From an optimization exercise on the open Yosys and OpenROAD flow, aimed at small area; shortcuts taken in it are not production practice. Function was checked by simulation only, so behaviour that the tests miss may differ from the original. Power and IR drop assume default switching activity.

==> flow/design.v <==
`timescale 1ns / 1ps
`timescale 1ns / 1ps
`timescale 1ns / 1ps
`timescale 1ns / 1ps
`timescale 1ns / 1ps
`timescale 1ns / 1ps
`timescale 1ns / 1ps
`timescale 1ns / 1ps
`timescale 1ns / 1ps
`timescale 1ns / 1ps
`timescale 1ns / 1ps
`timescale 1ns / 1ps
`timescale 1ns / 1ps
`timescale 1ns / 1ps
`timescale 1ns / 1ps
`timescale 1ns / 1ps
module top_module(
    input mclk,
    input [15:0] sw,
    input rst,
    input press,
    output [6:0] seg,
    output [3:0] an
);
    reg p1, p2;
    reg [3:0] dc;
    always @(posedge mclk) begin
        if (rst) begin p1 <= 1'b0; p2 <= 1'b0; dc <= 4'd0; end
        else begin
            p1 <= press;
            p2 <= p1;
            if (!p2) dc <= 4'd0;
            else if (dc[3]) dc <= 4'b1001;
            else dc <= dc + 4'd1;
        end
    end
    wire pe = dc[3] & ~dc[0];
    reg [6:0] t;
    wire tz = (t[5:0] == 6'd0);
    wire last = t[6] & tz;
    wire start = pe & tz;
    always @(posedge mclk) begin
        if (rst) t <= 7'd0;
        else if (start) t <= 7'b1100010;
        else t <= {t[5:0], (t[6] ^ t[5]) & ~tz};
    end
    localparam CNT = 2'd0, SUB = 2'd1, MUL = 2'd2, DIV = 2'd3;
    wire [3:0] a = sw[3:0];
    wire [3:0] b = sw[7:4];
    wire [2:0] op = sw[15:13];
    reg [3:0] ra, rb;
    reg [4:0] ones;
    reg [3:0] tens;
    reg [1:0] hund;
    reg [1:0] mode;
    reg [3:0] lg;
    always @* case (op[1:0])
        2'd0: lg = a & b;
        2'd1: lg = a | b;
        2'd2: lg = a ^ b;
        default: lg = ~a;
    endcase
    wire use_ra = mode[0];                
    wire [3:0] sub_s = use_ra ? ra : 4'd1;
    wire [3:0] add_s = (mode == MUL) ? ra : 4'd1;
    wire [4:0] diff = {1'b0, rb} - {1'b0, sub_s};
    wire fold = (ones >= 5'd10);
    wire ok = ~diff[4] & ~((mode == DIV) & (ra == 4'd0));
    wire step = ~fold & ok & (mode != SUB);
    wire [4:0] sum = ones + (fold ? 5'b10110 : {1'b0, add_s});
    always @(posedge mclk) begin
        if (start) begin
            ra <= b;
            rb <= op[2] ? lg : a;
            mode <= op[2] ? CNT : op[1:0];
            ones <= (op == 3'd0) ? {1'b0, b} : 5'd0;
            tens <= 4'd0;
            hund <= 2'd0;
        end else begin
            if (fold | step) ones <= sum;
            if (fold) begin
                if (tens == 4'd9) begin tens <= 4'd0; hund <= hund + 2'd1; end
                else tens <= tens + 4'd1;
            end
            if (step | (mode == SUB)) rb <= diff[3:0];
            if (mode == SUB) mode <= CNT;
        end
    end
    reg [9:0] d;
    always @(posedge mclk) begin
        if (rst) d <= 10'd0;
        else if (last) d <= {hund, tens, ones[3:0]};
    end
    reg [9:0] g;
    wire gz = (g[8:0] == 9'd0);
    reg fl;
    reg [1:0] sa;
    always @(posedge mclk) begin
        if (rst) begin g <= 10'd0; fl <= 1'b0; sa <= 2'd0; end
        else begin
            g <= {g[8:0], g[9] ^ g[6] ^ gz};
            fl <= 1'b1;
            if (gz & ~g[9] & fl) sa <= sa + 2'd1;
        end
    end
    reg [3:0] an_r;
    reg [3:0] dig;
    always @* case (sa)
        2'd0: begin an_r = 4'b1110; dig = d[3:0]; end
        2'd1: begin an_r = 4'b0111; dig = 4'd0; end
        2'd2: begin an_r = 4'b1011; dig = {2'b00, d[9:8]}; end
        default: begin an_r = 4'b1101; dig = d[7:4]; end
    endcase
    assign an = an_r;
    reg [6:0] s;
    always @* case (dig)
        4'd0: s = 7'b1000000;
        4'd1: s = 7'b1111001;
        4'd2: s = 7'b0100100;
        4'd3: s = 7'b0110000;
        4'd4: s = 7'b0011001;
        4'd5: s = 7'b0010010;
        4'd6: s = 7'b0000010;
        4'd7: s = 7'b1111000;
        4'd8: s = 7'b0000000;
        default: s = 7'b0010000;
    endcase
    assign seg = s;
endmodule
export LEC_CHECK = 0
export ABC_AREA = 1
export CAP_MARGIN = 20
export CORE_MARGIN = 2
export CORE_UTILIZATION = 85
export SLEW_MARGIN = 20
create_clock -name core_clock -period 10.0 [get_ports {mclk}]
standard.sh (not shown) runs the stock make flow with config.mk's settings and CLKGATE_MAP_FILE= SYNTH_SCRIPT=/design/flow/synth_recipe.tcl, a recipe that flattens the netlist after the stock synthesis.
==> flow/flow/run.sh <==
#!/bin/bash
# Layout flow: the standard ORFS flow, with three changes to how the
# layout is made:
#  - synthesis maps with an area-oriented ABC script (abc_area.script here)
#    and leaves adders to ABC instead of the full/half-adder cells;
#  - the port buffers are sky130_fd_sc_hd__buf_1;
#  - clock tree synthesis clusters all sinks under few buffers and adds no
#    dummy loads.
# Everything else (registers, floorplan, power grid, CTS, routing) is the
# standard flow. Each step's full output goes to a log file in this folder.
set -euo pipefail
here=$(pwd)
mkdir -p "$here/synth_scripts"
cp -r "$FLOW_HOME/scripts/." "$here/synth_scripts/"
cp "$here/flow/abc_area.script" "$here/synth_scripts/abc_area.script"
bash standard.sh synth SCRIPTS_DIR="$here/synth_scripts" ADDER_MAP_FILE= > "$here/synth.log" 2>&1
bash standard.sh finish BUFFER_PORTS_ARGS="-buffer_cell sky130_fd_sc_hd__buf_1" \
  CTS_ARGS="-sink_clustering_enable -repair_clock_nets -dont_use_dummy_load -sink_clustering_size 64 -sink_clustering_max_diameter 300 -buf_list sky130_fd_sc_hd__clkbuf_4" > "$here/layout.log" 2>&1
test -f "$here/out/final.def"
==> flow/flow/abc_area.script <==
strash
&get -n
&fraig -x
&put
scorr
dc2
strash
&get -n
&deepsyn -T 60
&put
strash
&get -n
&dch -f
&nf -R 1000
&put
The baseline died in 3_3_place_gp with GPL-0301.
Next try:
- CORE_UTILIZATION: 85 -> 40
- The new run ran to the end with no violations
- synthesized area stays the same
- synthesized cell count does not change
Next try:
==> flow/flow/abc_area.script (replaced) <==
strash
&get -n
&fraig -x
&put
scorr
dc2
strash
&get -n
&dch -f
&nf -R 1000
&put
Result:
- combinational power fell by about 10%
- die area rose by 4.2%
- final area rose by about 4.5%
- total power fell by 3.5%
- sequential share of layout area fell by 2.1 points
- wire length rose by 15%
Next try:
--- a/flow/flow/run.sh
+++ b/flow/flow/run.sh
@@ -16,4 +16,4 @@
 bash standard.sh synth SCRIPTS_DIR="$here/synth_scripts" ADDER_MAP_FILE= > "$here/synth.log" 2>&1
 bash standard.sh finish BUFFER_PORTS_ARGS="-buffer_cell sky130_fd_sc_hd__buf_1" \
-  CTS_ARGS="-sink_clustering_enable -repair_clock_nets -dont_use_dummy_load -sink_clustering_size 64 -sink_clustering_max_diameter 300 -buf_list sky130_fd_sc_hd__clkbuf_4" > "$here/layout.log" 2>&1
+  CTS_ARGS="-sink_clustering_enable -repair_clock_nets -dont_use_dummy_load -sink_clustering_size 64 -sink_clustering_max_diameter 300 -buf_list sky130_fd_sc_hd__clkbuf_8" > "$here/layout.log" 2>&1
 test -f "$here/out/final.def"
==> flow/flow/abc_area.script (replaced) <==
strash
&get -n
&fraig -x
&put
scorr
dc2
strash
&get -n
&deepsyn -T 60
&put
strash
&get -n
&dch -f
&nf -R 1000
&put
After rerunning: The changed run completed with no timing, DRC or antenna violations; hold slack gets worse by 9.1 ps; via count went down by 11%; core utilization is about the same.

-- separate check: timing with driven ports --
The results above use ideal ports. As a check the final layouts listed here were re-extracted and re-timed, cells and wires unchanged.
Step 1 (the two cells are an assumption about what drives the block):
set clk [get_ports {mclk}]
set_driving_cell -lib_cell sky130_fd_sc_hd__clkbuf_16 $clk
set_driving_cell -lib_cell sky130_fd_sc_hd__buf_2 [delete_from_list [all_inputs] $clk]
Step 2 times the ports against the registers' clock, not the clock port: input delays grow and output delays shrink by t, the midpoint of the rising clock arrivals with the driver on.
Slacks: no drivers / after step 1 / after step 2; pairs: no drivers / after step 1.
run | t (ns) | slack for setup (ns) | hold WS [ns]
the second run | 0.401 | 5.648 / 5.624 / 6.026 | 0.449 / 0.449 / 0.449
the third run | 0.405 | 5.669 / 5.644 / 6.049 | 0.452 / 0.452 / 0.452
the fourth run | 0.349 | 5.717 / 5.691 / 6.040 | 0.442 / 0.442 / 0.442
After both steps every run listed still meets setup and hold.
